Background: an optimization exercise with open tools, aiming at small area. Do not read the settings as production practice. Where RTL was checked, it was by simulation tests only, not by an equivalence proof against the original. Only the layout flow was run in runs 4 to 6; the RTL was not checked for function there. Power and IR drop assume default switching activity.

### flow/config.mk
export PLATFORM = sky130hd
export DESIGN_NAME = Loto
export DESIGN_NICKNAME = Loto
export VERILOG_FILES = /design/flow/design.v
export SDC_FILE = /design/flow/constraint.sdc
export NUM_CORES = 4
export LEC_CHECK = 0
export CAP_MARGIN = 20
export CORE_MARGIN = 2
export CORE_UTILIZATION = 40
export SLEW_MARGIN = 20
### flow/constraint.sdc
create_clock -name core_clock -period 15.0 [get_ports {Clk}]
set_input_delay 3.0000 -clock core_clock [delete_from_list [all_inputs] [get_ports {Clk}]]
set_output_delay 3.0000 -clock core_clock [all_outputs]
set_load 0.01 [all_outputs]
### flow/design.v
module Loto (Clk, BPBack, BPReview, BPReset, BPTirage, A1, A2, A3, A4);
input Clk, BPBack, BPReview, BPReset, BPTirage;
output [6:0] A1;
output [6:0] A2;
output [6:0] A3;
output [6:0] A4;
reg [209:0] R0, R1, R2;    
reg [4:0] r;               
reg Fill;                  
reg PrevTirage, PrevBack;
reg [6:0] S;               
reg [6:0] M;               
reg [6:0] D;               
reg [6:0] A;               
reg [6:0] TA;              
reg [6:0] TB;              
reg Busy, First, Pass2, FA, FB;
function [6:0] inc;
	input [6:0] x;
	inc = (x[4:0] == 5'd29) ? {x[6:5] + 2'd1, 5'd0} : {x[6:5], x[4:0] + 5'd1};
endfunction
function [6:0] dec;
	input [6:0] x;
	dec = (x[4:0] == 5'd0) ? {x[6:5] - 2'd1, 5'd29} : {x[6:5], x[4:0] - 5'd1};
endfunction
wire CLt90 = (M[6:5] != 2'd3);
wire EvTirage = BPTirage & ~PrevTirage & ~BPReset & ~BPReview & CLt90;
wire EvBack = BPBack & ~PrevBack & ~BPReset & BPReview;
wire [6:0] H0 = R0[6:0];
wire [6:0] H1 = R1[6:0];
wire [6:0] H2 = R2[6:0];
wire HitAg = (A[4:0] == r);
wire HitDg = (D[4:0] == r);
wire [2:0] HitA = {HitAg & (A[6:5] == 2'd2), HitAg & (A[6:5] == 2'd1), HitAg & (A[6:5] == 2'd0)};
wire [2:0] HitD = {HitDg & (D[6:5] == 2'd2), HitDg & (D[6:5] == 2'd1), HitDg & (D[6:5] == 2'd0)};
wire [1:0] SelT = Busy ? A[6:5] : D[6:5];
wire [6:0] HT = (SelT == 2'd0) ? H0 : (SelT == 2'd1) ? H1 : H2;
wire [6:0] HD = (D[6:5] == 2'd0) ? H0 : (D[6:5] == 2'd1) ? H1 : H2;
wire Pass1 = Busy & ~First & ~Pass2;
wire Wr = Busy & Pass2;
wire [6:0] In0 = Fill ? {2'd0, r} : (Wr & HitA[0]) ? TB : (Wr & HitD[0]) ? TA : H0;
wire [6:0] In1 = Fill ? {2'd1, r} : (Wr & HitA[1]) ? TB : (Wr & HitD[1]) ? TA : H1;
wire [6:0] In2 = Fill ? {2'd2, r} : (Wr & HitA[2]) ? TB : (Wr & HitD[2]) ? TA : H2;
always @(posedge Clk)
begin
	R0 <= {In0, R0[209:7]};
	R1 <= {In1, R1[209:7]};
	R2 <= {In2, R2[209:7]};
	PrevTirage <= BPTirage;
	PrevBack <= BPBack;
	if (BPReset)
	begin
		r <= 0;
		Fill <= 1;
		S <= 0;
		M <= {2'd2, 5'd29};
		D <= {2'd3, 5'd0};
		Busy <= 0;
	end
	else
	begin
		r <= (r == 5'd29) ? 5'd0 : r + 5'd1;
		if (r == 5'd29)
			Fill <= 0;
		if (CLt90)
			S <= (S >= M) ? 7'd0 : inc(S);
		if (EvTirage)
			M <= dec(M);
		if (~BPReview)
			D <= inc(M);
		else if (EvBack && D < {2'd2, 5'd29})
			D <= inc(D);
		if (EvTirage)
		begin
			A <= S;
			Busy <= 1;
			First <= 1;
			Pass2 <= 0;
			FA <= 0;
			FB <= 0;
		end
		else if (First)
			First <= 0;
		else if (Busy)
		begin
			if ((FA | HitAg) & (FB | HitDg))
			begin
				FA <= 0;
				FB <= 0;
				Pass2 <= 1;
				if (Pass2)
					Busy <= 0;
			end
			else
			begin
				FA <= FA | HitAg;
				FB <= FB | HitDg;
			end
		end
	end
	if (Busy ? (Pass1 & HitAg) : HitDg)
		TA <= HT;
	if (Pass1 & HitDg)
		TB <= HD;
end
wire [7:0] NumIn = {D[6:5] == 2'd3, TA};
wire [13:0] NumSeg, RankSeg;
assign A1 = NumSeg[13:7];
assign A2 = NumSeg[6:0];
assign A3 = RankSeg[13:7];
assign A4 = RankSeg[6:0];
  wire dn_000;
  wire dn_001;
  wire dn_002;
  wire dn_003;
  wire dn_004;
  wire dn_005;
  wire dn_006;
  wire dn_007;
  wire dn_008;
  wire dn_009;
  wire dn_010;
  wire dn_011;
  wire dn_012;
  wire dn_013;
  wire dn_014;
  wire dn_015;
  wire dn_016;
  wire dn_017;
  wire dn_018;
  wire dn_019;
  wire dn_020;
  wire dn_021;
  wire dn_022;
  wire dn_023;
  wire dn_024;
  wire dn_025;
  wire dn_026;
  wire dn_027;
  wire dn_028;
  wire dn_029;
  wire dn_030;
  wire dn_031;
  wire dn_032;
  wire dn_033;
  wire dn_034;
  wire dn_035;
  wire dn_036;
  wire dn_037;
  wire dn_038;
  wire dn_039;
  wire dn_040;
  wire dn_041;
  wire dn_042;
  wire dn_043;
  wire dn_044;
  wire dn_045;
  wire dn_046;
  wire dn_047;
  wire dn_048;
  wire dn_049;
  wire dn_050;
  wire dn_051;
  wire dn_052;
  wire dn_053;
  wire dn_054;
  wire dn_055;
  wire dn_056;
  wire dn_057;
  wire dn_058;
  wire dn_059;
  wire dn_060;
  wire dn_061;
  wire dn_062;
  wire dn_063;
  wire dn_064;
  wire dn_065;
  wire dn_066;
  wire dn_067;
  wire dn_068;
  wire dn_069;
  wire dn_070;
  wire dn_071;
  wire dn_072;
  wire dn_073;
  wire dn_074;
  wire dn_075;
  wire dn_076;
  wire dn_077;
  wire dn_078;
  wire dn_079;
  wire dn_080;
  wire dn_081;
  wire dn_082;
  wire dn_083;
  assign dn_017 = ~(NumIn[1] & NumIn[0]);
  assign dn_018 = ~(NumIn[2] | NumIn[3]);
  assign dn_019 = ~(dn_017 & dn_018);
  assign dn_020 = NumIn[4] & dn_019;
  assign dn_021 = ~(NumIn[6] | dn_020);
  assign dn_022 = NumIn[5] & ~(NumIn[6]);
  assign dn_023 = ~(NumIn[1] | NumIn[0]);
  assign dn_024 = NumIn[2] | ~(dn_023);
  assign dn_025 = NumIn[3] & dn_024;
  assign dn_026 = ~(NumIn[4] | dn_025);
  assign dn_027 = dn_022 | dn_026;
  assign dn_028 = NumIn[6] ? dn_026 : NumIn[5];
  assign dn_029 = NumIn[7] | ~(dn_028);
  assign NumSeg[12] = dn_021 | dn_029;
  assign dn_030 = NumIn[7] | ~(dn_020);
  assign dn_031 = NumIn[2] & NumIn[0];
  assign dn_032 = ~(NumIn[3] & dn_031);
  assign dn_033 = dn_020 & dn_032;
  assign dn_034 = ~(NumIn[7] | NumIn[5]);
  assign dn_035 = dn_034 & ~(NumIn[6]);
  assign NumSeg[11] = ~(dn_033 & dn_035);
  assign dn_036 = NumIn[7] | dn_020;
  assign NumSeg[10] = dn_026 | dn_036;
  assign dn_037 = NumIn[4] & ~(dn_032);
  assign dn_038 = dn_037 | ~(dn_022);
  assign dn_039 = dn_027 | dn_033;
  assign dn_040 = dn_038 & dn_039;
  assign NumSeg[9] = NumIn[7] | dn_040;
  assign dn_041 = ~(dn_022 ^ dn_026);
  assign dn_042 = NumIn[6] & dn_020;
  assign dn_043 = ~(NumIn[7] | dn_042);
  assign NumSeg[8] = ~(dn_041 & dn_043);
  assign NumSeg[7] = ~(dn_029 & dn_030);
  assign dn_044 = NumIn[1] & ~(NumIn[0]);
  assign dn_045 = ~(NumIn[1] ^ NumIn[0]);
  assign dn_046 = ~(dn_018 & dn_045);
  assign dn_047 = NumIn[3] & ~(NumIn[1]);
  assign dn_048 = ~(dn_031 & dn_047);
  assign dn_049 = NumIn[3] & ~(NumIn[2]);
  assign dn_050 = ~(dn_044 & dn_049);
  assign dn_051 = dn_046 & dn_050;
  assign dn_052 = ~(dn_048 & dn_051);
  assign dn_053 = NumIn[4] | dn_052;
  assign dn_054 = NumIn[2] & ~(NumIn[3]);
  assign dn_055 = ~(dn_045 & dn_054);
  assign dn_056 = NumIn[4] & dn_055;
  assign dn_057 = ~(NumIn[7] | dn_056);
  assign dn_058 = NumIn[4] & ~(NumIn[3]);
  assign NumSeg[6] = ~(dn_053 & dn_057);
  assign dn_059 = NumIn[1] & ~(NumIn[3]);
  assign dn_060 = ~(dn_047 | dn_059);
  assign dn_061 = NumIn[2] & ~(NumIn[4]);
  assign dn_062 = ~(dn_060 & dn_061);
  assign dn_063 = NumIn[4] & ~(NumIn[2]);
  assign dn_064 = ~(dn_047 & dn_063);
  assign dn_065 = dn_062 & dn_064;
  assign NumSeg[5] = NumIn[7] | dn_065;
  assign dn_066 = dn_060 & ~(NumIn[2]);
  assign dn_067 = ~(dn_031 & dn_058);
  assign dn_068 = NumIn[1] | dn_067;
  assign dn_069 = NumIn[0] & ~(NumIn[4]);
  assign dn_070 = ~(dn_066 & dn_069);
  assign dn_071 = dn_068 & dn_070;
  assign NumSeg[4] = NumIn[7] | dn_071;
  assign dn_072 = NumIn[4] & dn_050;
  assign dn_073 = ~(dn_018 & dn_023);
  assign dn_074 = dn_055 & dn_073;
  assign dn_075 = dn_072 & dn_074;
  assign dn_076 = dn_044 & dn_054;
  assign dn_077 = ~(NumIn[4] | dn_076);
  assign dn_078 = dn_052 | ~(dn_077);
  assign dn_079 = ~(NumIn[7] | dn_075);
  assign NumSeg[3] = ~(dn_078 & dn_079);
  assign dn_080 = ~(dn_061 | dn_063);
  assign dn_081 = ~(dn_059 & dn_080);
  assign dn_082 = ~(dn_047 & dn_061);
  assign dn_083 = NumIn[0] & dn_082;
  assign dn_000 = dn_081 & dn_083;
  assign NumSeg[2] = NumIn[7] | dn_000;
  assign dn_001 = NumIn[0] | dn_049;
  assign dn_002 = dn_060 ? NumIn[2] : dn_001;
  assign dn_003 = NumIn[4] | ~(dn_002);
  assign dn_004 = ~(NumIn[2] | dn_023);
  assign dn_005 = NumIn[3] | ~(dn_017);
  assign dn_006 = dn_004 | dn_005;
  assign dn_007 = dn_072 & dn_006;
  assign dn_008 = ~(NumIn[7] | dn_007);
  assign NumSeg[1] = ~(dn_003 & dn_008);
  assign dn_009 = dn_045 | ~(dn_049);
  assign dn_010 = dn_073 & dn_077;
  assign dn_011 = ~(dn_009 & dn_010);
  assign dn_012 = ~(NumIn[3] | dn_031);
  assign dn_013 = ~(dn_045 & dn_012);
  assign dn_014 = dn_032 & dn_072;
  assign dn_015 = ~(dn_013 & dn_014);
  assign dn_016 = dn_011 & dn_015;
  assign NumSeg[0] = ~(NumIn[7] | dn_016);
  assign NumSeg[13] = NumIn[6] | NumSeg[10];
  wire dr_000;
  wire dr_001;
  wire dr_002;
  wire dr_003;
  wire dr_004;
  wire dr_005;
  wire dr_006;
  wire dr_007;
  wire dr_008;
  wire dr_009;
  wire dr_010;
  wire dr_011;
  wire dr_012;
  wire dr_013;
  wire dr_014;
  wire dr_015;
  wire dr_016;
  wire dr_017;
  wire dr_018;
  wire dr_019;
  wire dr_020;
  wire dr_021;
  wire dr_022;
  wire dr_023;
  wire dr_024;
  wire dr_025;
  wire dr_026;
  wire dr_027;
  wire dr_028;
  wire dr_029;
  wire dr_030;
  wire dr_031;
  wire dr_032;
  wire dr_033;
  wire dr_034;
  wire dr_035;
  wire dr_036;
  wire dr_037;
  wire dr_038;
  wire dr_039;
  wire dr_040;
  wire dr_041;
  wire dr_042;
  wire dr_043;
  wire dr_044;
  wire dr_045;
  wire dr_046;
  wire dr_047;
  wire dr_048;
  wire dr_049;
  wire dr_050;
  wire dr_051;
  wire dr_052;
  wire dr_053;
  wire dr_054;
  wire dr_055;
  wire dr_056;
  wire dr_057;
  wire dr_058;
  wire dr_059;
  wire dr_060;
  wire dr_061;
  wire dr_062;
  wire dr_063;
  wire dr_064;
  wire dr_065;
  wire dr_066;
  wire dr_067;
  wire dr_068;
  wire dr_069;
  wire dr_070;
  wire dr_071;
  wire dr_072;
  wire dr_073;
  wire dr_074;
  wire dr_075;
  wire dr_076;
  wire dr_077;
  wire dr_078;
  wire dr_079;
  wire dr_080;
  wire dr_081;
  wire dr_082;
  wire dr_083;
  wire dr_084;
  wire dr_085;
  wire dr_086;
  wire dr_087;
  wire dr_088;
  assign dr_020 = ~D[3];
  assign dr_021 = D[1] & D[0];
  assign dr_022 = D[2] | dr_021;
  assign dr_023 = D[3] & dr_022;
  assign dr_024 = ~(D[4] | dr_023);
  assign dr_025 = D[5] & ~(dr_024);
  assign dr_026 = ~(D[1] | D[0]);
  assign dr_027 = dr_020 & dr_026;
  assign dr_028 = ~(D[2] | D[3]);
  assign dr_029 = dr_027 | dr_028;
  assign dr_030 = D[4] & ~(dr_029);
  assign dr_031 = D[5] | dr_030;
  assign dr_032 = ~(D[6] | dr_025);
  assign RankSeg[12] = ~(dr_031 & dr_032);
  assign dr_033 = ~(dr_026 & dr_028);
  assign dr_034 = D[6] & ~(D[5]);
  assign dr_035 = dr_024 & dr_034;
  assign RankSeg[11] = ~(dr_033 & dr_035);
  assign dr_036 = D[4] ? dr_029 : dr_023;
  assign dr_037 = ~(D[5] & D[6]);
  assign RankSeg[10] = ~(dr_036 & dr_037);
  assign dr_038 = ~(D[4] | dr_033);
  assign dr_039 = D[6] | dr_038;
  assign dr_040 = ~(D[5] & dr_039);
  assign dr_041 = D[5] | dr_038;
  assign dr_042 = dr_036 | dr_041;
  assign RankSeg[9] = ~(dr_040 & dr_042);
  assign dr_043 = dr_036 & ~(D[5]);
  assign dr_044 = ~(D[6] | dr_043);
  assign dr_045 = ~(D[5] & dr_030);
  assign dr_046 = ~(dr_044 & dr_045);
  assign dr_047 = ~(D[6] & dr_031);
  assign RankSeg[8] = ~(dr_046 & dr_047);
  assign RankSeg[7] = dr_035 | dr_044;
  assign dr_048 = D[0] | ~(D[2]);
  assign dr_049 = D[3] & dr_048;
  assign dr_050 = D[1] & ~(D[0]);
  assign dr_051 = D[2] | dr_050;
  assign dr_052 = ~(dr_049 & dr_051);
  assign dr_053 = dr_021 | dr_026;
  assign dr_054 = ~(dr_028 & dr_053);
  assign dr_055 = ~(dr_052 & dr_054);
  assign dr_056 = ~(D[4] & dr_055);
  assign dr_057 = D[3] & ~(D[1]);
  assign dr_058 = ~(D[0] & dr_057);
  assign dr_059 = D[1] & ~(D[3]);
  assign dr_060 = ~(D[2] & dr_059);
  assign dr_061 = ~(dr_058 & dr_060);
  assign dr_062 = D[0] & D[2];
  assign dr_063 = ~(D[4] | dr_062);
  assign dr_064 = ~(dr_061 & dr_063);
  assign dr_065 = ~(dr_056 & dr_064);
  assign RankSeg[6] = ~(dr_037 & dr_065);
  assign dr_066 = D[4] & ~(D[2]);
  assign dr_067 = ~(dr_057 & dr_066);
  assign dr_068 = ~(dr_057 | dr_059);
  assign dr_069 = D[2] & ~(D[4]);
  assign dr_070 = ~(dr_068 & dr_069);
  assign dr_071 = ~(dr_067 & dr_070);
  assign RankSeg[5] = ~(dr_037 & dr_071);
  assign dr_072 = ~(dr_028 & dr_050);
  assign dr_073 = ~(D[4] & dr_048);
  assign dr_074 = ~(D[3] & dr_073);
  assign dr_075 = ~(dr_072 & dr_074);
  assign dr_076 = D[3] & dr_026;
  assign dr_077 = D[4] | dr_076;
  assign dr_078 = dr_037 & ~(dr_069);
  assign dr_079 = dr_077 & dr_078;
  assign RankSeg[4] = ~(dr_075 & dr_079);
  assign dr_080 = ~(D[0] & dr_059);
  assign dr_081 = D[4] & dr_080;
  assign dr_082 = dr_052 & dr_081;
  assign dr_083 = ~(dr_033 & dr_082);
  assign dr_084 = dr_020 & dr_022;
  assign dr_085 = dr_050 | ~(D[2]);
  assign dr_086 = dr_084 & dr_085;
  assign dr_087 = D[4] | ~(dr_058);
  assign dr_088 = dr_086 | dr_087;
  assign dr_000 = dr_037 & dr_083;
  assign RankSeg[3] = ~(dr_088 & dr_000);
  assign dr_001 = ~(dr_066 & dr_068);
  assign dr_002 = dr_059 & dr_069;
  assign dr_003 = ~(D[0] | dr_002);
  assign dr_004 = ~(dr_001 & dr_003);
  assign RankSeg[2] = ~(dr_037 & dr_004);
  assign dr_005 = dr_028 & ~(dr_026);
  assign dr_006 = dr_023 | dr_005;
  assign dr_007 = ~(D[4] & dr_006);
  assign dr_008 = ~(dr_048 & dr_057);
  assign dr_009 = dr_080 & dr_008;
  assign dr_010 = dr_081 | dr_009;
  assign dr_011 = ~(dr_007 & dr_010);
  assign RankSeg[1] = ~(dr_037 & dr_011);
  assign dr_012 = ~(dr_053 & dr_084);
  assign dr_013 = ~(D[3] & dr_062);
  assign dr_014 = ~(dr_012 & dr_013);
  assign dr_015 = ~(D[4] & dr_014);
  assign dr_016 = dr_053 ? dr_028 : dr_049;
  assign dr_017 = D[4] | ~(dr_016);
  assign dr_018 = dr_037 & dr_017;
  assign RankSeg[0] = dr_015 & dr_018;
  assign dr_019 = ~(D[5] | D[6]);
  assign RankSeg[13] = RankSeg[10] | dr_019;
endmodule
### flow/run.sh
#!/bin/bash
# synth_recipe.tcl (not shown) runs the flow's synth.tcl, then flattens the netlist and writes it again
# the make line also repeats each setting of config.mk as NAME=value (left out here)
make -C /OpenROAD-flow-scripts/flow DESIGN_CONFIG=/design/flow/config.mk WORK_HOME=/design/flow/orfs CLKGATE_MAP_FILE= SYNTH_SCRIPT=/design/flow/synth_recipe.tcl finish
==> flow_summary_export.csv, run 1 <==
group,metric,value,unit
sta,worst_slew_pin_slew,927,ps
sta,fin_hold_ws,318,ps
synth,netlist_instances,1153,
cells_and_area,layout-drive-gt1-share,0.0900,
power,total_power,3450,µW
sta,slew_viol_final,0,
sta,skew,17.5,ps
sta,finalCritPeriodShare,0.402,
placed_design,numPortBuffers,32,
clock_tree,tritoncts.num_buffers,57,
routing,wl,24300,µm
floorplanning,die_h,210,µm
synth,netlist_top_cells_area,"dfxtp_1 78%, edfxtp_1 4.4%, ha_1 2.5%",
clock_tree,cts_sinks,685,
routing,drt_iter0_markers,422,
synth,synth_cell_types,60,
clock_tree,clk_pin_slew,70,ps
synth,async_reset_ff_frac,0,
synth,yosysMostFrequentCell,"dfxtp_1",
synth,ys_warn_count,1,
placed_design,place_worst_setup_slack,9600,ps
synth,synth_area,17000,µm²
routing,first_pass_iters,5,
floorplanning,die_area,44200,µm²
power,p_comb_frac,0.025,
sta,fin_ws,8970,ps
power,powerDensity,174,nW/µm²
sta,slew_headroom,0.382,
clock_tree,cts_resized,0,
sta,min_period,6030,ps
placed_design,placed_cell_area,17900,µm²
sta,hold_viol,0,
power,seq_power_share,0.559,
setup_path,path_class,"reg2out",
routing,via_count,7997,
setup_path,critPathLaunchType,"register",
synth,synth.top_cell.area_share,0.776,
synth,ys_seq_area_frac,0.820,
synth,synth-seq-cells,685,
setup_path,cp.arrival,3030,ps
floorplanning,die_w,210,µm
synth,syn_nets,1192,
setup_path,reg2reg_from,"D[4]$_SDFFE_PP0P_",
sta,setup_viol,0,
synth,synth_top_area_cell,"dfxtp_1",
clock_tree,cts_tree,"yes",
routing,ant_nets,0,
global_routing,grt_pass1_vias,7718,
global_routing,grt_max_degree,24,
placed_design,dpl.hpwl,14600,µm
clock_tree,cts_root_buf,"clkbuf_16",
floorplanning,rows,75,
run,cap_violations,0,
power,pwr-share-clk,0.416,
cells_and_area,fillers,3576,
synth,ys_top_cells_by_count,"660 x dfxtp_1, 53 x nand2_1, 51 x nor2_1, 40 x mux2i_1, 35 x a21oi_1",
sta,rsz0062_at_grt,"no",
worst_hold_path,hp-class,"reg2reg",
setup_path,startpoint,"D[2]$_SDFFE_PP0P_",
clock_tree,insertion_delay,580,ps
cells_and_area,fin_nets,1257,
power,power.internal,2750,µW
floorplanning,initial_core_util,0.406,
synth,syn_area_per_cell,14.8,µm²
routing,drcViolationCount,0,
synth,synthFlopType,"dfxtp_1",
cells_and_area,areaGrowthSynthToFinish,16.2,%
cells_and_area,diodes,0,
global_routing,track_usage,0.112,
sta,max_freq,166,MHz
power,p_switching,704,µW
setup_path,required,12000,ps
global_routing,grt_pass1_wl,39700,µm
power,power.leakage,0.00795,µW
clock_tree,ctsHoldBuffers,0,
power,switching_share,0.204,
routing,vias_per_cell,4.43,
global_routing,grt_overflow,0,
floorplanning,core,41900,µm²
power,ir_worst_vdd,124,µV
sta,setup-tns-final,0,ps
cells_and_area,design_area,19800,µm²
outcome,status,"finished clean",
worst_hold_path,hold_start,"R0[23]$_DFF_P_",
clock_tree,htreeDepth,2,
setup_path,path_max_fanout,17,
synth,synth-edff-count,25,
setup_path,cp-end-kind,"output port",
routing,wl_per_cell,13.5,µm
placed_design,gp_congestion,0.792,
floorplanning,io_pins,33,
clock_tree,cts_setup_buffers,0,
global_routing,antenna_found_initial,0,
clock_tree,cts_buffer_depth,3,
## layout make-up
class / count / area [µm²] / area share
timing repair buffer: 33 / 328 / 0.0166
tap: 539 / 674 / 0.0341
clock buffer: 78 / 1610 / 0.0812
sequential: 685 / 14000 / 0.706
clock inverter: 30 / 283 / 0.0143
inverter: 29 / 110 / 0.00557
multi-input combinational: 412 / 2810 / 0.142
## power groups by stage
stage                     logic (µW)  clock network [µW]  registers [µW]
final                           84.6                1440            1930
after detailed placement        83.7                   0            1970
after global routing            93.9                1560            1940
after floorplan                 66.2                   0            1950
after global placement          83.4                   0            1970
after CTS                       84.2                1480            1930
## state kept, by name, indices dropped and copies added, names as in the netlist, 5 cells and up
signal  count
R0        210
R1        210
R2        210
A           7
D           7
M           7
S           7
TA          7
TB          7
r           5
## per-layer routing
layer	share of wire	global-route usage
met1	0.51	0.161
met2	0.43	0.165
met3	0.044	0.0256
met4	0.023	0.0428
met5	0	0
## layout by cell type (no fill, tap or decap), drive strengths merged, types with 6 or more instances in the layout
master | Yosys | routed
nor2 | 52 | 52
inv | 26 | 32
mux2i | 41 | 41
clkdlybuf4s50 | 0 | 32
nand2 | 54 | 54
clkbuf | 15 | 78
a211oi | 9 | 9
clkinv | 3 | 20
or2 | 6 | 6
a21oi | 35 | 35
nand4 | 8 | 8
ha | 34 | 34
nand3 | 15 | 15
xor2 | 16 | 16
nand2b | 7 | 7
nor2b | 6 | 6
a31oi | 11 | 11
xnor2 | 8 | 8
o221ai | 15 | 15
o21ai | 32 | 32
edfxtp | 25 | 25
dfxtp | 660 | 660
nor3 | 10 | 10
## worst max-delay path: stages, from the launching register on
cell             delay (ps)
dfxtp_1                 700
inv_1                   190
ha_1                    260
inv_1                    90
a21oi_1                 150
nand2b_1                230
or3_1                   320
clkdlybuf4s50_1         490
## cell families (layout without fill, tap and decap cells)
| family | after synthesis | in the layout | share of synthesized area |
|---|---|---|---|
| AO/OA/AOI/OAI | 133 | 133 | 0.0500 |
| XOR/XNOR | 24 | 24 | 0.0124 |
| buffers and inverters | 56 | 170 | 0.0142 |
| flip-flops | 685 | 685 | 0.820 |
| adder cells (fa/ha/maj) | 34 | 34 | 0.0250 |
| AND/OR/NAND/NOR | 180 | 180 | 0.0537 |
| multiplexers | 41 | 41 | 0.0243 |
## metrics by stage
step                      utilization  std cells
after floorplan                     -       1153
after global placement          0.426       1698
after detailed placement        0.426       1698
after CTS                       0.472       1806
after global routing            0.472       1806
final                           0.472       1806
## final timing paths
check,endpoint,slack [ps],depth (start not counted)
worst min register to register,R0[16]$_DFF_P_,320,0
worst max-delay path,A3[6],8970,7
worst max register to register,TA[6]$_DFFE_PP_,12480,4
worst min-delay path,R0[16]$_DFF_P_,320,0
==> run 2: changes to the inputs <==
==> flow/flow/run.sh (new file) <==
#!/bin/bash
# The standard layout (standard.sh), with clock tree synthesis told to use small
# clock buffers, larger sink clusters and no dummy loads.
set -euo pipefail
export CTS_ARGS="-sink_clustering_enable -repair_clock_nets -dont_use_dummy_load -buf_list {sky130_fd_sc_hd__clkbuf_4 sky130_fd_sc_hd__clkbuf_8} -sink_clustering_size 20 -sink_clustering_max_diameter 60"
bash standard.sh > standard.log 2>&1
==> flow/standard.sh (new file) <==
#!/bin/bash
# synth_recipe.tcl (not shown) runs the flow's synth.tcl, then flattens the netlist and writes it again
# the make line also repeats each setting of config.mk as NAME=value (left out here)
make -C /OpenROAD-flow-scripts/flow DESIGN_CONFIG=/design/flow/config.mk WORK_HOME=/design/flow/orfs CLKGATE_MAP_FILE= SYNTH_SCRIPT=/design/flow/synth_recipe.tcl "${@:-finish}"
removed: flow/run.sh
==> flow_summary_export.csv, run 2 <==
group,metric,value,unit
outcome,status,"finished clean",
clock_tree,cts_setup_buffers,0,
routing,first_pass_iters,4,
floorplanning,rows,75,
worst_hold_path,hold_end,"R1[64]$_DFF_P_",
routing,via_count,7807,
floorplanning,io_pins,33,
clock_tree,cts_root_buf,"clkbuf_8",
global_routing,antenna_found_initial,0,
power,p_switching,561,µW
sta,skew,76.5,ps
sta,hold_viol,0,
setup_path,cp.arrival,2960,ps
power,switching_share,0.204,
sta,max_freq,168,MHz
clock_tree,cts_tree,"yes",
placed_design,dpl.hpwl,14600,µm
power,ir_worst_vdd,91.7,µV
sta,worst_slew_pin_slew,921,ps
power,seq_power_share,0.700,
routing,wl,23400,µm
sta,finalCritPeriodShare,0.397,
clock_tree,cts_sinks,685,
cells_and_area,areaGrowthSynthToFinish,8.59,%
cells_and_area,mostFrequentLayoutCells,"660 x dfxtp_1, 53 x nand2_1, 51 x nor2_1",
synth,yosysMostFrequentCell,"dfxtp_1",
synth,synth-edff-count,25,
sta,min_period,5960,ps
setup_path,path_class,"reg2out",
sta,slew_headroom,0.386,
synth,syn_nets,1192,
power,power.leakage,0.00733,µW
synth,netlist_instances,1153,
cells_and_area,diodes,0,
global_routing,grt_pass1_vias,7365,
synth,netlist_top_cells_area,"dfxtp_1 78%, edfxtp_1 4.4%, ha_1 2.5%",
setup_path,reg2reg_from,"D[4]$_SDFFE_PP0P_",
synth,synth_area,17000,µm²
synth,ys_seq_area_frac,0.820,
routing,drt_iter0_markers,396,
cells_and_area,fin_nets,1243,
sta,slew_viol_final,0,
floorplanning,die_w,210,µm
setup_path,required,12000,ps
synth,synth_cell_types,60,
routing,wl_per_cell,13.5,µm
placed_design,numPortBuffers,32,
synth,syn_area_per_cell,14.8,µm²
sta,setup-tns-final,0,ps
clock_tree,cts_buffer_depth,3,
synth,synth-seq-cells,685,
setup_path,reg2reg_depth,4,
synth,synth_top_area_cell,"dfxtp_1",
global_routing,track_usage,0.107,
global_routing,grt_overflow,0,
synth,ys_warn_count,1,
power,p_comb_frac,0.031,
setup_path,critPathLaunchType,"register",
clock_tree,htreeDepth,2,
power,power.internal,2190,µW
synth,synth.top_cell.area_share,0.776,
placed_design,gp_congestion,0.792,
floorplanning,initial_core_util,0.406,
power,total_power,2750,µW
worst_hold_path,hold_start,"R1[71]$_DFF_P_",
synth,synthFlopType,"dfxtp_1",
setup_path,reg2reg_slack,12490,ps
sta,setup_viol,0,
routing,drcViolationCount,0,
setup_path,critPathMaxStageDelay,570,ps
cells_and_area,fillers,3710,
power,powerDensity,149,nW/µm²
cells_and_area,layout-drive-gt1-share,0.0507,
cells_and_area,largestRegisters,"R0 (210), R1 (210), R2 (210)",
routing,ant_nets,0,
setup_path,path_cells,"inv_1, ha_1, nand2b_1, a21oi_1, inv_1, ha_1, a211o_1, clkdlybuf4s50_1",
worst_hold_path,holdPathStages,0,
floorplanning,die_area,44200,µm²
setup_path,cp-end-kind,"output port",
setup_path,path_max_fanout,11,
setup_path,cp_slowest_cell,"edfxtp_1",
setup_path,r2r-end,"TA[4]$_DFFE_PP_",
clock_tree,clk_pin_slew,110,ps
synth,async_reset_ff_frac,0,
clock_tree,ctsHoldBuffers,0,
clock_tree,insertion_delay,580,ps
power,pwr-share-clk,0.269,
synth,ys_top_cells_by_count,"660 x dfxtp_1, 53 x nand2_1, 51 x nor2_1, 40 x mux2i_1, 35 x a21oi_1",
cells_and_area,final_common_cell,"dfxtp_1",
sta,rsz0062_at_grt,"no",
floorplanning,die_h,210,µm
clock_tree,tritoncts.num_buffers,43,
global_routing,grt_max_degree,24,
worst_hold_path,hp-class,"reg2reg",
global_routing,grt_pass1_wl,37900,µm
clock_tree,cts_resized,0,
routing,vias_per_cell,4.48,
floorplanning,core,41900,µm²
run,cap_violations,0,
-- run 2: cell type report --
class	instances	area (µm²)	area share
Inverter	29	110	0.00596
Multi-Input combinational cell	412	2810	0.152
Clock buffer	43	592	0.0320
Tap cell	539	674	0.0365
Timing Repair Buffer	33	328	0.0177
Sequential cell	685	14000	0.756
-- run 2: metrics by stage --
stage           util  cells  worst slack, ps  hold slack, ps  cell area, µm²
3_5_place_dp   0.426   1698             9600             312           17900
6_report       0.441   1741             9040             284           18500
3_3_place_gp   0.426   1698             9660             310           17900
5_1_grt        0.441   1741             8810             293           18500
4_1_cts        0.441   1741             8990             293           18500
2_1_floorplan      -   1153            10270             310           17000
-- run 2: worst max-delay path, delay by kind of cell, from the launching register on --
kind,cells,cell delay (ps)
buffers and inverters,3,750
flip-flops,1,570
AO/OA/AOI/OAI,2,500
adder cells (fa/ha/maj),2,480
AND/OR/NAND/NOR,1,80
-- run 2: power by group through the flow --
stage | clock network, µW | registers [µW] | logic [µW]
2_1_floorplan | 0 | 1950 | 66.2
3_3_place_gp | 0 | 1970 | 83.4
3_5_place_dp | 0 | 1970 | 83.7
4_1_cts | 780 | 1930 | 84.1
5_1_grt | 849 | 1940 | 93.8
6_report | 741 | 1930 | 84.5
-- run 2: cell families (layout without fill, tap and decap cells) --
| logic type | Yosys count | in the layout | synth area share |
|---|---|---|---|
| XOR/XNOR | 24 | 24 | 0.0124 |
| AO/OA/AOI/OAI | 133 | 133 | 0.0500 |
| buffers and inverters | 56 | 105 | 0.0142 |
| AND/OR/NAND/NOR | 180 | 180 | 0.0537 |
| flip-flops | 685 | 685 | 0.820 |
| adder cells (fa/ha/maj) | 34 | 34 | 0.0250 |
| multiplexers | 41 | 41 | 0.0243 |
-- run 2: worst max-delay path by stage --
stage,from,to,depth (start not counted)
6_report,TA[0]$_DFFE_PP_,A1[1],8
5_1_grt,D[2]$_SDFFE_PP0P_,A3[6],7
4_1_cts,TA[0]$_DFFE_PP_,A1[1],8
3_5_place_dp,D[2]$_SDFFE_PP0P_,A3[6],7
3_3_place_gp,D[2]$_SDFFE_PP0P_,A3[6],7
2_1_floorplan,TA[0]$_DFFE_PP_,A1[1],8
-- run 2: layer usage --
metal / vias up / GRT usage / routed length, µm
met5: - / 0 / 0
met4: 0 / 0.0362 / 439
met1: 3730 / 0.157 / 12100
li1: 3897 / - / -
met2: 143 / 0.156 / 9750
met3: 37 / 0.0249 / 1110
==> run 3: changes to the inputs <==
--- a/flow/design.v
+++ b/flow/design.v
@@ -4,12 +4,12 @@
 output [6:0] A2;
 output [6:0] A3;
 output [6:0] A4;
-reg [209:0] R0, R1, R2;    
+reg [149:0] R0, R1, R2, RJ;   
 reg [4:0] r;               
 reg Fill;                  
 reg PrevTirage, PrevBack;
 reg [6:0] S;               
-reg [6:0] M;               
+reg [6:0] K;               
 reg [6:0] D;               
 reg [6:0] A;               
 reg [6:0] TA;              
@@ -23,12 +23,21 @@
 	input [6:0] x;
 	dec = (x[4:0] == 5'd0) ? {x[6:5] - 2'd1, 5'd29} : {x[6:5], x[4:0] - 5'd1};
 endfunction
-wire CLt90 = (M[6:5] != 2'd3);
-wire EvTirage = BPTirage & ~PrevTirage & ~BPReset & ~BPReview & CLt90;
+function [4:0] jpack;
+	input [1:0] j0, j1, j2;
+	jpack = ~j2[1] ? {j0, j1, j2[0]} : ~j1[1] ? {j0, 2'b11, j1[0]} : {2'b11, j0, 1'b0};
+endfunction
+function [5:0] junpack;
+	input [4:0] c;
+	junpack = (c[4:3] == 2'b11) ? {c[2:1], 2'd2, 2'd2} :
+		(c[2:1] == 2'b11) ? {c[4:3], 1'b0, c[0], 2'd2} : {c[4:1], 1'b0, c[0]};
+endfunction
+wire EvTirage = BPTirage & ~PrevTirage & ~BPReset & ~BPReview & (K != 7'd0);
 wire EvBack = BPBack & ~PrevBack & ~BPReset & BPReview;
-wire [6:0] H0 = R0[6:0];
-wire [6:0] H1 = R1[6:0];
-wire [6:0] H2 = R2[6:0];
+wire [5:0] J = junpack(RJ[4:0]);
+wire [6:0] H0 = {J[5:4], R0[4:0]};
+wire [6:0] H1 = {J[3:2], R1[4:0]};
+wire [6:0] H2 = {J[1:0], R2[4:0]};
 wire HitAg = (A[4:0] == r);
 wire HitDg = (D[4:0] == r);
 wire [2:0] HitA = {HitAg & (A[6:5] == 2'd2), HitAg & (A[6:5] == 2'd1), HitAg & (A[6:5] == 2'd0)};
@@ -41,11 +50,13 @@
 wire [6:0] In0 = Fill ? {2'd0, r} : (Wr & HitA[0]) ? TB : (Wr & HitD[0]) ? TA : H0;
 wire [6:0] In1 = Fill ? {2'd1, r} : (Wr & HitA[1]) ? TB : (Wr & HitD[1]) ? TA : H1;
 wire [6:0] In2 = Fill ? {2'd2, r} : (Wr & HitA[2]) ? TB : (Wr & HitD[2]) ? TA : H2;
+wire [6:0] IncS = inc(S);
 always @(posedge Clk)
 begin
-	R0 <= {In0, R0[209:7]};
-	R1 <= {In1, R1[209:7]};
-	R2 <= {In2, R2[209:7]};
+	R0 <= {In0[4:0], R0[149:5]};
+	R1 <= {In1[4:0], R1[149:5]};
+	R2 <= {In2[4:0], R2[149:5]};
+	RJ <= {jpack(In0[6:5], In1[6:5], In2[6:5]), RJ[149:5]};
 	PrevTirage <= BPTirage;
 	PrevBack <= BPBack;
 	if (BPReset)
@@ -53,7 +64,7 @@
 		r <= 0;
 		Fill <= 1;
 		S <= 0;
-		M <= {2'd2, 5'd29};
+		K <= {2'd3, 5'd0};
 		D <= {2'd3, 5'd0};
 		Busy <= 0;
 	end
@@ -62,12 +73,12 @@
 		r <= (r == 5'd29) ? 5'd0 : r + 5'd1;
 		if (r == 5'd29)
 			Fill <= 0;
-		if (CLt90)
-			S <= (S >= M) ? 7'd0 : inc(S);
+		if (K != 7'd0)
+			S <= (IncS == K || S == K) ? 7'd0 : IncS;
 		if (EvTirage)
-			M <= dec(M);
+			K <= dec(K);
 		if (~BPReview)
-			D <= inc(M);
+			D <= K;
 		else if (EvBack && D < {2'd2, 5'd29})
 			D <= inc(D);
 		if (EvTirage)
==> flow/flow/run.sh (replaced) <==
#!/bin/bash
# The standard layout (standard.sh) with three changes that save cell area:
# clock tree synthesis uses small clock buffers, larger sink clusters and no
# dummy loads; ports get the smallest buffer; and after global routing the
# resizer's power recovery downsizes gates that have timing slack to spare.
set -euo pipefail
export CTS_ARGS="-sink_clustering_enable -repair_clock_nets -dont_use_dummy_load -buf_list {sky130_fd_sc_hd__clkbuf_4 sky130_fd_sc_hd__clkbuf_8} -sink_clustering_size 20 -sink_clustering_max_diameter 60"
export BUFFER_PORTS_ARGS="-buffer_cell sky130_fd_sc_hd__buf_1"
export RECOVER_POWER=100
bash standard.sh > standard.log 2>&1
==> flow_summary_export.csv, run 3 <==
group,metric,value,unit
placed_design,place_worst_setup_slack,9910,ps
sta,rsz0062_at_grt,"no",
sta,finalCritPeriodShare,0.379,
synth,ys_seq_area_frac,0.801,
setup_path,r2r-end,"RJ[147]$_DFF_P_",
sta,setup_viol,0,
floorplanning,io_pins,33,
worst_hold_path,hp-class,"reg2reg",
cells_and_area,mostFrequentLayoutCells,"630 x dfxtp_1, 81 x nand2_1, 65 x o21ai_0",
power,total_power,2630,µW
sta,setup-tns-final,0,ps
outcome,status,"finished clean",
worst_hold_path,holdPathStages,0,
global_routing,antenna_found_initial,0,
synth,synthFlopType,"dfxtp_1",
routing,vias_per_cell,4.55,
clock_tree,cts_setup_buffers,0,
placed_design,numPortBuffers,32,
cells_and_area,fin_nets,1273,
floorplanning,die_area,43300,µm²
clock_tree,cts_tree,"yes",
routing,drcViolationCount,0,
setup_path,path_cells,"clkinv_1, a21oi_1, nor2_1, inv_1, ha_1, nand2_1, a211o_1, buf_1",
sta,slew_headroom,0.266,
clock_tree,cts_root_buf,"clkbuf_8",
floorplanning,core,41000,µm²
run,cap_violations,0,
global_routing,grt_pass1_vias,7858,
power,powerDensity,148,nW/µm²
synth,synth.top_cell.area_share,0.756,
sta,hold_viol,0,
clock_tree,cts_buffer_depth,3,
setup_path,path_max_fanout,16,
floorplanning,initial_core_util,0.407,
sta,max_freq,176,MHz
synth,ys_warn_count,1,
clock_tree,cts_resized,0,
setup_path,reg2reg_from,"D[4]$_SDFFE_PP0P_",
worst_hold_path,hold_end,"RJ[137]$_DFF_P_",
synth,async_reset_ff_frac,0,
setup_path,critPathMaxStageDelay,660,ps
clock_tree,cts_sinks,655,
synth,synth_top_area_cell,"dfxtp_1",
synth,ys_top_cells_by_count,"630 x dfxtp_1, 81 x nand2_1, 60 x o21ai_0, 57 x nor2_1, 37 x a21oi_1",
routing,via_count,8069,
sta,slew_viol_final,0,
synth,syn_nets,1240,
routing,wl,24600,µm
global_routing,track_usage,0.116,
cells_and_area,diodes,0,
synth,yosysMostFrequentCell,"dfxtp_1",
global_routing,grt_max_degree,28,
clock_tree,insertion_delay,590,ps
clock_tree,clk_pin_slew,100,ps
synth,netlist_top_cells_area,"dfxtp_1 76%, edfxtp_1 4.5%, ha_1 1.9%",
synth,synth_area,16700,µm²
clock_tree,htreeDepth,2,
routing,ant_nets,0,
setup_path,path_class,"reg2out",
synth,synth-edff-count,25,
setup_path,cp_slowest_cell,"edfxtp_1",
placed_design,gp_congestion,0.829,
power,power.leakage,0.00683,µW
clock_tree,tritoncts.num_buffers,41,
setup_path,cp.arrival,2680,ps
placed_design,dpl.hpwl,15200,µm
sta,fin_ws,9320,ps
synth,netlist_instances,1210,
worst_hold_path,hold_start,"RJ[142]$_DFF_P_",
synth,synth-seq-cells,655,
power,ir_worst_vdd,55.2,µV
routing,first_pass_iters,5,
sta,min_period,5680,ps
routing,wl_per_cell,13.9,µm
routing,drt_iter0_markers,522,
floorplanning,rows,74,
cells_and_area,layout-drive-gt1-share,0.0467,
synth,synth_cell_types,62,
setup_path,required,12000,ps
setup_path,cp-end-kind,"output port",
floorplanning,die_h,208,µm
cells_and_area,final_common_cell,"dfxtp_1",
setup_path,reg2reg_depth,7,
floorplanning,die_w,208,µm
cells_and_area,areaGrowthSynthToFinish,6.82,%
sta,skew,80.1,ps
cells_and_area,final_util,0.434,
setup_path,critPathLaunchType,"register",
setup_path,reg2reg_slack,11380,ps
global_routing,grt_overflow,0,
global_routing,grt_pass1_wl,40700,µm
sta,worst_slew_pin_slew,1090,ps
clock_tree,ctsHoldBuffers,0,
synth,syn_area_per_cell,13.8,µm²
## run 3: cell count changes in the layout (fill, tap and decap cells not counted), moves of 5 or more
cell	change
o211ai_1	+17
o22ai_1	-5
mux2i_1	-22
o21ai_0	+33
clkdlybuf4s50_1	-32
nor3_1	+11
dfxtp_1	-30
a22oi_1	+6
o221ai_1	-15
buf_1	+32
ha_1	-9
nor2_1	+6
nand2_1	+28
## run 3: critical path, delay by kind of cell, from the launching register on
family / cells / cell delay [ps]
DFF: 1 / 660
and+or+nand+nor: 2 / 160
AOI/OAI and AO/OA: 2 / 510
buffers and inverters: 3 / 600
adders and majority gates: 1 / 170
## run 3: routing by layer
layer	wire, µm	GRT usage
met5	0	0
met4	599	0.0392
met3	1130	0.0255
met2	9920	0.165
met1	13000	0.173
## run 3: where the power goes
part	internal, µW	total, µW	switching (µW)
logic	26.5	69.2	42.7
clock network	247	714	467
registers	1820	1850	30.8
total	2090	2630	540
## run 3: area by class of cell
type                    count  area [µm²]
inverters                  28         105
well taps                 532         666
clock buffers              41         564
repair buffers             36         139
flip-flops and latches    655       13400
fillers                  3775       23200
multi-input cells         481        2980
## run 3: cells by family after synthesis
family / share of synthesized area
AO/OA/AOI/OAI: 0.0651
XOR/XNOR: 0.0137
adder cells (fa/ha/maj): 0.0188
buffers and inverters: 0.0184
flip-flops: 0.801
multiplexers: 0.0151
AND/OR/NAND/NOR: 0.0678
## run 3: worst max path at each step
stage,startpoint,end,slack [ps],depth (start not counted)
after floorplan,D[0]$_SDFFE_PP0P_,A3[2],10350,8
after global placement,TA[2]$_DFFE_PP_,A1[2],9940,8
after detailed placement,D[0]$_SDFFE_PP0P_,A3[6],9910,9
after CTS,TA[2]$_DFFE_PP_,A1[2],9260,8
after global routing,TA[2]$_DFFE_PP_,A1[2],9050,8
final,TA[2]$_DFFE_PP_,A1[2],9320,8
## run 3: metrics by stage
stage	cells	hold WS, ps	cell area, µm²
after CTS	1773	259	17900
after global routing	1773	249	17800
after floorplan	1210	310	16700
final	1773	260	17800
after global placement	1732	310	17300
after detailed placement	1732	312	17300
==> run 4: changes to the inputs <==
--- a/flow/design.v
+++ b/flow/design.v
@@ -6,7 +6,6 @@
 output [6:0] A4;
 reg [149:0] R0, R1, R2, RJ;   
 reg [4:0] r;               
-reg Fill;                  
 reg PrevTirage, PrevBack;
 reg [6:0] S;               
 reg [6:0] K;               
@@ -15,6 +14,7 @@
 reg [6:0] TA;              
 reg [6:0] TB;              
 reg Busy, First, Pass2, FA, FB;
+wire Fill = First & ~Busy;  
 function [6:0] inc;
 	input [6:0] x;
 	inc = (x[4:0] == 5'd29) ? {x[6:5] + 2'd1, 5'd0} : {x[6:5], x[4:0] + 5'd1};
@@ -47,22 +47,23 @@
 wire [6:0] HD = (D[6:5] == 2'd0) ? H0 : (D[6:5] == 2'd1) ? H1 : H2;
 wire Pass1 = Busy & ~First & ~Pass2;
 wire Wr = Busy & Pass2;
-wire [6:0] In0 = Fill ? {2'd0, r} : (Wr & HitA[0]) ? TB : (Wr & HitD[0]) ? TA : H0;
-wire [6:0] In1 = Fill ? {2'd1, r} : (Wr & HitA[1]) ? TB : (Wr & HitD[1]) ? TA : H1;
-wire [6:0] In2 = Fill ? {2'd2, r} : (Wr & HitA[2]) ? TB : (Wr & HitD[2]) ? TA : H2;
+wire [6:0] In0 = (Wr & HitA[0]) ? TB : (Fill | Wr & HitD[0]) ? TA : H0;
+wire [6:0] In1 = (Wr & HitA[1]) ? TB : (Fill | Wr & HitD[1]) ? TA : H1;
+wire [6:0] In2 = (Wr & HitA[2]) ? TB : (Fill | Wr & HitD[2]) ? TA : H2;
+wire [4:0] RNext = (r == 5'd29) ? 5'd0 : r + 5'd1;
 wire [6:0] IncS = inc(S);
 always @(posedge Clk)
 begin
 	R0 <= {In0[4:0], R0[149:5]};
 	R1 <= {In1[4:0], R1[149:5]};
 	R2 <= {In2[4:0], R2[149:5]};
-	RJ <= {jpack(In0[6:5], In1[6:5], In2[6:5]), RJ[149:5]};
+	RJ <= {Fill ? jpack(2'd0, 2'd1, 2'd2) : jpack(In0[6:5], In1[6:5], In2[6:5]), RJ[149:5]};
 	PrevTirage <= BPTirage;
 	PrevBack <= BPBack;
 	if (BPReset)
 	begin
 		r <= 0;
-		Fill <= 1;
+		First <= 1;
 		S <= 0;
 		K <= {2'd3, 5'd0};
 		D <= {2'd3, 5'd0};
@@ -70,11 +71,9 @@
 	end
 	else
 	begin
-		r <= (r == 5'd29) ? 5'd0 : r + 5'd1;
-		if (r == 5'd29)
-			Fill <= 0;
+		r <= RNext;
 		if (K != 7'd0)
-			S <= (IncS == K || S == K) ? 7'd0 : IncS;
+			S <= (IncS >= K) ? 7'd0 : IncS;
 		if (EvTirage)
 			K <= dec(K);
 		if (~BPReview)
@@ -91,7 +90,10 @@
 			FB <= 0;
 		end
 		else if (First)
-			First <= 0;
+		begin
+			if (Busy | r == 5'd29)
+				First <= 0;
+		end
 		else if (Busy)
 		begin
 			if ((FA | HitAg) & (FB | HitDg))
@@ -109,7 +111,9 @@
 			end
 		end
 	end
-	if (Busy ? (Pass1 & HitAg) : HitDg)
+	if (BPReset | Fill)
+		TA[4:0] <= BPReset ? 5'd0 : RNext;
+	else if (Busy ? (Pass1 & HitAg) : HitDg)
 		TA <= HT;
 	if (Pass1 & HitDg)
 		TB <= HD;
==> flow/flow/run.sh (replaced) <==
#!/bin/bash
# The standard layout (standard.sh) with changes that save cell area:
# - after placement resizing, the resizer's power recovery downsizes gates that
#   have timing slack to spare, then repair_design fixes slew and capacitance
#   again (flow/post_resize.tcl);
# - ports get the smallest buffer;
# - clock tree synthesis uses small clock buffers, larger sink clusters and no
#   dummy loads.
set -euo pipefail
export POST_RESIZE_TCL="$PWD/flow/post_resize.tcl"
export BUFFER_PORTS_ARGS="-buffer_cell sky130_fd_sc_hd__buf_1"
export CTS_ARGS="-sink_clustering_enable -repair_clock_nets -dont_use_dummy_load -buf_list {sky130_fd_sc_hd__clkbuf_4 sky130_fd_sc_hd__clkbuf_8} -sink_clustering_size 20 -sink_clustering_max_diameter 60"
bash standard.sh > standard.log 2>&1
==> flow/flow/post_resize.tcl (new file) <==
# Sourced by ORFS's resize.tcl after repair_design (POST_RESIZE_TCL).
log_cmd estimate_parasitics -placement
log_cmd repair_timing -recover_power 100 -verbose
log_cmd estimate_parasitics -placement
repair_design_helper
==> flow_summary_export.csv, run 4 <==
group,metric,value,unit
outcome,status,"finished clean",
power,power.leakage,0.00685,µW
floorplanning,rows,74,
routing,wl_met1,12000,µm
floorplanning,initial_core_util,0.404,
global_routing,grt_overflow,0,
cells_and_area,mostFrequentLayoutCells,"630 x dfxtp_1, 69 x nor2_1, 60 x nand2_1",
synth,synth-seq-cells,654,
synth,synth_area,16500,µm²
synth,ys_warn_count,1,
sta,slew_headroom,0.201,
run,cap_violations,0,
worst_hold_path,holdPathStages,0,
clock_tree,cts_tree,"yes",
synth,synthAdderAreaFrac,0.0236,
setup_path,critPathLaunchType,"register",
synth,synth.top_cell.area_share,0.767,
sta,hold_viol,0,
placed_design,gp_congestion,0.811,
sta,min_period,5570,ps
synth,synth_top_area_cell,"dfxtp_1",
global_routing,grt_pass1_vias,7341,
clock_tree,cts_sinks,654,
setup_path,path_class,"reg2out",
worst_hold_path,hp-class,"reg2reg",
sta,setup_viol,0,
synth,netlist_instances,1168,
global_routing,grt_pass1_wl,37000,µm
global_routing,grt_max_degree,32,
synth,synthFlopType,"dfxtp_1",
routing,drcViolationCount,0,
synth,async_reset_ff_frac,0,
setup_path,required,12000,ps
setup_path,reg2reg_from,"D[6]$_SDFFE_PP1P_",
clock_tree,clk_pin_slew,110,ps
routing,vias_per_cell,4.39,
floorplanning,die_w,207,µm
worst_hold_path,hold_end,"R1[65]$_DFF_P_",
synth,ys_seq_area_frac,0.810,
power,p_switching,550,µW
synth,netlist_top_cells_area,"dfxtp_1 77%, edfxtp_1 4.4%, ha_1 2.4%",
placed_design,placed_cell_area,17100,µm²
routing,wl_per_cell,13.0,µm
cells_and_area,areaGrowthSynthToFinish,7.49,%
sta,skew,89.9,ps
power,p_comb_frac,0.028,
sta,fin_ws,9430,ps
global_routing,track_usage,0.110,
placed_design,place_worst_setup_slack,9730,ps
cells_and_area,layout-drive-gt1-share,0.0520,
routing,wl,22700,µm
sta,max_freq,179,MHz
routing,wl_met3,1020,µm
routing,top_layer,"met4",
clock_tree,cts_buffer_depth,3,
floorplanning,io_pins,33,
synth,syn_nets,1204,
clock_tree,tritoncts.num_buffers,42,
routing,drt_iter0_markers,429,
setup_path,path_max_fanout,7,
sta,fin_hold_ws,282,ps
power,powerDensity,154,nW/µm²
setup_path,cp.arrival,2570,ps
clock_tree,insertion_delay,630,ps
routing,ant_nets,0,
setup_path,r2r-end,"RJ[149]$_SDFF_PP0_",
cells_and_area,design_area,17700,µm²
routing,first_pass_iters,5,
power,power.internal,2180,µW
synth,synth-edff-count,24,
cells_and_area,fillers,3688,
floorplanning,core,40700,µm²
power,seq_power_share,0.711,
synth,synthXorXnorAreaFrac,0.0106,
floorplanning,die_area,42800,µm²
synth,synth_top_family_by_area,"simple AND/OR/NAND/NOR gates",
routing,route.met2.wl,9130,µm
synth,syn_area_per_cell,14.1,µm²
synth,yosys.area_share.simple,0.0605,
synth,synth_cell_types,56,
synth,yosysMostFrequentCell,"dfxtp_1",
global_routing,antenna_found_initial,0,
sta,setup-tns-final,0,ps
setup_path,cp-end-kind,"output port",
synth,synth-compound-area-share,0.0567,
clock_tree,cts_setup_buffers,0,
clock_tree,cts_resized,0,
cells_and_area,final_common_cell,"dfxtp_1",
power,switching_share,0.202,
setup_path,startpoint,"TA[0]$_DFFE_PP_",
routing,via_count,7669,
cells_and_area,fin_nets,1249,
floorplanning,die_h,207,µm
clock_tree,htreeDepth,2,
power,pwr-share-clk,0.261,
synth,synthMuxAreaShare,0.0221,
placed_design,numPortBuffers,32,
sta,slew_viol_final,0,
sta,finalCritPeriodShare,0.371,
sta,rsz0062_at_grt,"no",
synth,ys_top_cells_by_count,"630 x dfxtp_1, 69 x nor2_1, 60 x nand2_1, 59 x a21oi_1, 33 x o21ai_0",
clock_tree,ctsHoldBuffers,0,
worst_hold_path,hold_start,"R1[70]$_DFF_P_",
placed_design,dpl.hpwl,14500,µm
setup_path,reg2reg_depth,7,
clock_tree,cts_root_buf,"clkbuf_8",
setup_path,reg2reg_slack,11950,ps
power,ir_worst_vdd,80.3,µV
sta,worst_slew_pin_slew,1170,ps
## run 4: power by group through the flow
stage / combinational, µW / clock [µW] / sequential (µW)
after detailed placement: 75.6 / 0 / 1980
after global placement: 77.6 / 0 / 1980
after global routing: 87.2 / 812 / 1960
after floorplan: 60.6 / 0 / 1960
final: 76.8 / 712 / 1940
after CTS: 76.3 / 755 / 1940
## run 4: cell type report
type	instances	area [µm²]	share of cell area
Clock buffer	42	578	0.0327
Antenna cell	2	5.00	0.000283
Multi-Input combinational cell	448	2850	0.161
Timing Repair Buffer	35	133	0.00750
Tap cell	532	666	0.0376
Inverter	32	120	0.00679
Sequential cell	654	13300	0.754
## run 4: cell families after synthesis
family,Yosys count
flops,654
simple gates,211
compound gates,152
buf+inv,66
mux,34
fa+ha+maj,31
xor+xnor,20
## run 4: worst max-delay path by stage
| stage | to | slack [ps] | cells after the start |
|---|---|---|---|
| after detailed placement | D[6]$_SDFFE_PP1P_ | 9730 | 8 |
| after global placement | D[6]$_SDFFE_PP1P_ | 10030 | 8 |
| after floorplan | A3[6] | 10360 | 8 |
| after CTS | A1[2] | 9380 | 9 |
| after global routing | A1[2] | 9200 | 8 |
| final | A1[2] | 9430 | 9 |
## run 4: metal layers
layer	vias up	track usage
li1	3928	-
met1	3562	0.158
met2	137	0.158
met3	42	0.0251
met4	0	0.0466
met5	-	0
## run 4: worst max-delay path, stage by stage, from the launching register on
cell and delay, ps:
edfxtp_1 520, inv_1 210, ha_1 190, nand2_1 90
a21oi_1 250, inv_1 90, ha_1 200, nor3_1 170
a211o_1 120, buf_1 150
## run 4: stage by stage
stage          instances  total power [µW]   util
5_1_grt             1743              2860  0.434
3_5_place_dp        1701              2060  0.420
2_1_floorplan       1168              2020      -
3_3_place_gp        1701              2060  0.420
4_1_cts             1743              2780  0.434
6_report            1745              2730  0.434
==> run 5: changes to the inputs <==
--- a/flow/config.mk
+++ b/flow/config.mk
@@ -7,5 +7,5 @@
 export LEC_CHECK = 0
 export CAP_MARGIN = 20
 export CORE_MARGIN = 2
-export CORE_UTILIZATION = 40
+export CORE_UTILIZATION = 60
 export SLEW_MARGIN = 20
==> flow_summary_export.csv, run 5 <==
group,metric,value,unit
outcome,status,"finished clean",
routing,wl,22200,µm
power,power.leakage,0.00684,µW
setup_path,critPathMaxStageDelay,620,ps
power,ir_worst_vdd,113,µV
sta,finalCritPeriodShare,0.369,
global_routing,grt_max_degree,32,
synth,synth-edff-count,24,
global_routing,grt_pass1_wl,35400,µm
power,power.internal,2170,µW
routing,vias_per_cell,4.90,
clock_tree,cts_buffer_depth,3,
run,cap_violations,0,
setup_path,cp-end-kind,"output port",
floorplanning,die_area,28800,µm²
routing,drt_iter0_markers,505,
placed_design,dpl.hpwl,14000,µm
worst_hold_path,hp-class,"reg2reg",
clock_tree,cts_setup_buffers,0,
synth,synth_cell_types,56,
routing,drcViolationCount,0,
setup_path,crit_cells,9,
clock_tree,clk_pin_slew,120,ps
power,pwr-share-clk,0.255,
cells_and_area,mostFrequentLayoutCells,"630 x dfxtp_1, 69 x nor2_1, 60 x nand2_1",
cells_and_area,final_cells,1553,
setup_path,cp_slowest_cell,"dfxtp_1",
global_routing,antenna_found_initial,0,
routing,first_pass_iters,11,
setup_path,critPathCapture,"A3[6]",
sta,min_period,5540,ps
floorplanning,core,27000,µm²
synth,synth.top_cell.area_share,0.767,
clock_tree,insertion_delay,580,ps
setup_path,startpoint,"D[0]$_SDFFE_PP0P_",
sta,setup_viol,0,
placed_design,numPortBuffers,32,
synth,synth_area,16500,µm²
setup_path,path_buf_inv,3,
synth,ys_seq_area_frac,0.810,
sta,rsz0062_at_grt,"no",
synth,synthFlopType,"dfxtp_1",
cells_and_area,areaGrowthSynthToFinish,5.95,%
placed_design,gp_congestion,0.830,
clock_tree,cts_resized,0,
clock_tree,cts_root_buf,"clkbuf_8",
cells_and_area,design_area,17400,µm²
floorplanning,initial_core_util,0.610,
floorplanning,die_w,170,µm
floorplanning,rows,60,
sta,hold_viol,0,
power,powerDensity,155,nW/µm²
global_routing,grt_pass1_vias,7013,
floorplanning,die_h,170,µm
setup_path,critPathLaunchType,"register",
floorplanning,io_pins,33,
synth,ys_top_cells_by_count,"630 x dfxtp_1, 69 x nor2_1, 60 x nand2_1, 59 x a21oi_1, 33 x o21ai_0",
routing,via_count,7617,
clock_tree,htreeDepth,2,
cells_and_area,fin_nets,1248,
placed_design,place_worst_setup_slack,9700,ps
placed_design,placed_cells,1510,
power,p_comb_frac,0.028,
routing,wl_per_cell,14.3,µm
routing,ant_nets,0,
synth,async_reset_ff_frac,0,
setup_path,cp.arrival,2540,ps
synth,synth_top_area_cell,"dfxtp_1",
setup_path,path_max_fanout,13,
synth,synth-seq-cells,654,
clock_tree,tritoncts.num_buffers,40,
sta,fin_hold_ws,281,ps
sta,slew_headroom,0.333,
clock_tree,cts_sinks,654,
synth,netlist_top_cells_area,"dfxtp_1 77%, edfxtp_1 4.4%, ha_1 2.4%",
placed_design,placed_cell_area,16900,µm²
sta,slew_viol_final,0,
cells_and_area,final_common_cell,"dfxtp_1",
global_routing,track_usage,0.156,
setup_path,path_cells,"ha_1, inv_1, ha_1, inv_1, nand2_1, nand2b_1, nand2_1, or3_1, buf_1",
synth,ys_warn_count,1,
synth,syn_nets,1204,
power,seq_power_share,0.717,
power,p_switching,541,µW
setup_path,r2r-end,"RJ[149]$_SDFF_PP0_",
power,switching_share,0.200,
setup_path,reg2reg_depth,7,
synth,syn_area_per_cell,14.1,µm²
clock_tree,ctsHoldBuffers,0,
synth,netlist_instances,1168,
setup_path,reg2reg_slack,11890,ps
sta,fin_ws,9460,ps
sta,max_freq,181,MHz
setup_path,required,12000,ps
sta,worst_slew_pin_slew,999,ps
sta,skew,83.1,ps
setup_path,path_delay_family,"simple AND/OR/NAND/NOR gates",
cells_and_area,layout-drive-gt1-share,0.0529,
clock_tree,cts_tree,"yes",
setup_path,path_class,"reg2out",
global_routing,grt_overflow,0,
setup_path,reg2reg_from,"D[3]$_SDFFE_PP0P_",
synth,yosysMostFrequentCell,"dfxtp_1",
sta,setup-tns-final,0,ps
run 5: how the worst min path moves through the flow:
stage                     cells past startpoint            start              end  slack (ps)
after floorplan                               0    R0[5]$_DFF_P_    R0[0]$_DFF_P_         310
after detailed placement                      0   R0[15]$_DFF_P_   R0[10]$_DFF_P_         310
final                                         0  R0[140]$_DFF_P_  R0[135]$_DFF_P_         280
after global routing                          0  R0[140]$_DFF_P_  R0[135]$_DFF_P_         280
after global placement                        0    R2[9]$_DFF_P_    R2[4]$_DFF_P_         310
after CTS                                     0  R0[140]$_DFF_P_  R0[135]$_DFF_P_         280
run 5: cells by family after synthesis:
| group | synth area share |
|---|---|
| mux | 0.0221 |
| buf+inv | 0.0161 |
| flops | 0.810 |
| xor+xnor | 0.0106 |
| simple gates | 0.0605 |
| compound gates | 0.0567 |
| fa+ha+maj | 0.0236 |
run 5: per-stage QoR:
step	util	power [µW]
final	0.647	2710
after global routing	0.647	2830
after CTS	0.646	2740
after detailed placement	0.626	2060
after global placement	0.626	2060
after floorplan	-	2020
run 5: routing by layer:
| layer | up-vias | share of wire | track usage |
|---|---|---|---|
| li1 | 3923 | - | - |
| met1 | 3512 | 0.53 | 0.243 |
| met2 | 136 | 0.40 | 0.218 |
| met3 | 46 | 0.045 | 0.0296 |
| met4 | 0 | 0.024 | 0.0505 |
| met5 | - | 0 | 0 |
run 5: layout make-up:
cell class                      count  area, µm²
Fill cell                        2062       9520
Multi-Input combinational cell    448       2860
Timing Repair Buffer               36        141
Antenna cell                        2       5.00
Sequential cell                   654      13300
Tap cell                          341        427
Inverter                           32        120
Clock buffer                       40        551
run 5: power groups by stage:
stage	logic (µW)	registers, µW	clock network [µW]
after floorplan	60.6	1960	0
after global placement	74.8	1980	0
after detailed placement	74.3	1980	0
after CTS	75.1	1940	723
after global routing	85.0	1960	785
final	76.1	1940	691
==> run 6: changes to the inputs <==
--- a/flow/flow/run.sh
+++ b/flow/flow/run.sh
@@ -9,5 +9,5 @@
 set -euo pipefail
 export POST_RESIZE_TCL="$PWD/flow/post_resize.tcl"
 export BUFFER_PORTS_ARGS="-buffer_cell sky130_fd_sc_hd__buf_1"
-export CTS_ARGS="-sink_clustering_enable -repair_clock_nets -dont_use_dummy_load -buf_list {sky130_fd_sc_hd__clkbuf_4 sky130_fd_sc_hd__clkbuf_8} -sink_clustering_size 20 -sink_clustering_max_diameter 60"
+export CTS_ARGS="-sink_clustering_enable -repair_clock_nets -dont_use_dummy_load -buf_list {sky130_fd_sc_hd__clkbuf_4 sky130_fd_sc_hd__clkbuf_8} -sink_clustering_size 14 -sink_clustering_max_diameter 40"
 bash standard.sh > standard.log 2>&1
--- a/flow/config.mk
+++ b/flow/config.mk
@@ -7,5 +7,5 @@
 export LEC_CHECK = 0
 export CAP_MARGIN = 20
 export CORE_MARGIN = 2
-export CORE_UTILIZATION = 60
+export CORE_UTILIZATION = 40
 export SLEW_MARGIN = 20
==> flow_summary_export.csv, run 6 <==
group,metric,value,unit
synth,synth-seq-cells,654,
worst_hold_path,hp-class,"reg2reg",
global_routing,grt_overflow,0,
setup_path,cp.arrival,2590,ps
global_routing,grt_max_degree,32,
power,p_comb_frac,0.027,
global_routing,grt_pass1_wl,37400,µm
sta,min_period,5590,ps
clock_tree,htreeDepth,2,
routing,via_count,7827,
setup_path,cp-end-kind,"output port",
clock_tree,cts_resized,0,
power,ir_worst_vdd,109,µV
synth,synth-edff-count,24,
setup_path,startpoint,"D[0]$_SDFFE_PP0P_",
power,power.internal,2280,µW
routing,vias_per_cell,4.44,
routing,drcViolationCount,0,
power,switching_share,0.202,
cells_and_area,seq_area,13300,µm²
sta,slew_viol_final,0,
sta,setup-tns-final,0,ps
setup_path,required,12000,ps
power,pwr-share-clk,0.294,
sta,rsz0062_at_grt,"no",
sta,slew_headroom,0.205,
clock_tree,tritoncts.num_buffers,60,
sta,fin_hold_ws,271,ps
global_routing,grt_pass1_vias,7512,
routing,wl,23000,µm
clock_tree,cts_root_buf,"clkbuf_8",
routing,ant_nets,0,
sta,hold_viol,0,
clock_tree,clk_pin_slew,80,ps
synth,yosysMostFrequentCell,"dfxtp_1",
setup_path,reg2reg_from,"D[6]$_SDFFE_PP1P_",
synth,ys_top_cells_by_count,"630 x dfxtp_1, 69 x nor2_1, 60 x nand2_1, 59 x a21oi_1, 33 x o21ai_0",
cells_and_area,multiInputGateArea,2850,µm²
synth,async_reset_ff_frac,0,
setup_path,path_max_fanout,13,
floorplanning,die_area,42800,µm²
power,power.leakage,0.00698,µW
synth,ys_warn_count,1,
clock_tree,ctsHoldBuffers,0,
setup_path,path_class,"reg2out",
synth,syn_area_per_cell,14.1,µm²
sta,setup_viol,0,
run,cap_violations,0,
synth,synth.top_cell.area_share,0.767,
synth,synth_cell_types,56,
floorplanning,io_pins,33,
cells_and_area,areaGrowthSynthToFinish,9.00,%
clock_tree,cts_buffer_depth,3,
synth,ys_seq_area_frac,0.810,
synth,netlist_top_cells_area,"dfxtp_1 77%, edfxtp_1 4.4%, ha_1 2.4%",
clock_tree,cts_sinks,654,
clock_tree,cts_setup_buffers,0,
setup_path,critPathLaunchType,"register",
synth,netlist_instances,1168,
worst_hold_path,hold_start,"R1[120]$_DFF_P_",
routing,drt_iter0_markers,481,
sta,skew,108,ps
cells_and_area,mostFrequentLayoutCells,"630 x dfxtp_1, 69 x nor2_1, 60 x nand2_1, 60 x clkbuf_8, 59 x a21oi_1",
synth,synth_area,16500,µm²
placed_design,dpl.hpwl,14500,µm
cells_and_area,fin_nets,1267,
cells_and_area,fillers,3691,
sta,finalCritPeriodShare,0.373,
synth,synth_top_area_cell,"dfxtp_1",
routing,wl_per_cell,13.1,µm
outcome,status,"finished clean",
-- run 6: cell count changes in the layout (fill, tap and decap cells not counted), sizes merged --
cell,delta
clkbuf,+20
buf,-1
-- run 6: power groups by stage --
stage	clock [µW]	sequential [µW]	combinational (µW)
floorplan	0	1960	60.6
global placement	0	1980	77.6
detailed placement	0	1980	75.6
CTS	883	1940	76.2
global route	942	1960	87.0
finish	839	1940	76.9
-- run 6: per-layer routing --
metal | GRT usage | share of wire
met4 | 0.0514 | 0.031
met3 | 0.0261 | 0.048
met1 | 0.156 | 0.52
met2 | 0.161 | 0.40
met5 | 0 | 0
-- run 6: final cells by class --
cell class / instances / area share
multi-input cells: 448 / 0.159
repair buffers: 35 / 0.00740
well taps: 532 / 0.0371
clock buffers: 60 / 0.0460
flip-flops and latches: 654 / 0.743
diodes: 2 / 0.000279
inverters: 32 / 0.00670
-- run 6: through the flow --
stage / total power, µW / cell area (µm²) / instances / utilization / setup WS (ps)
after floorplan: 2020 / 16500 / 1168 / - / 10360
after global placement: 2060 / 17100 / 1701 / 0.420 / 10030
after detailed placement: 2060 / 17100 / 1701 / 0.420 / 9730
after CTS: 2900 / 17900 / 1761 / 0.440 / 9370
after global routing: 2990 / 17900 / 1761 / 0.440 / 9210
final: 2860 / 17900 / 1763 / 0.440 / 9410
-- run 6: path summary, 6_finish.rpt --
check	slack, ps	end	depth (start not counted)
max	9410	A3[6]	9
min	270	R1[115]$_DFF_P_	0
max reg2reg	11920	RJ[149]$_SDFF_PP0_	7
min reg2reg	270	R1[115]$_DFF_P_	0
-- run 6: kinds of logic after synthesis --
logic type                 share of synthesized area
AOI/OAI and AO/OA                             0.0567
adders and majority gates                     0.0236
xor gates and xnor gates                      0.0106
muxes                                         0.0221
and+or+nand+nor                               0.0605
DFF                                            0.810
buffers and inverters                         0.0161
-- run 6: critical path: stages (launching register included) --
cell and delay (ps):
dfxtp_1 610, ha_1 240, inv_1 60, ha_1 190, inv_1 90, nand2_1 80
nand2b_1 140, nand2_1 110, or3_1 340, buf_1 140

Setup slack of run 6, layout unchanged: 9.411 ns with ideal ports, 9.366 ns with driving cells assumed (clock clkbuf_16, inputs buf_2), 9.851 ns with port delays also shifted by the 0.654 ns mid clock arrival.
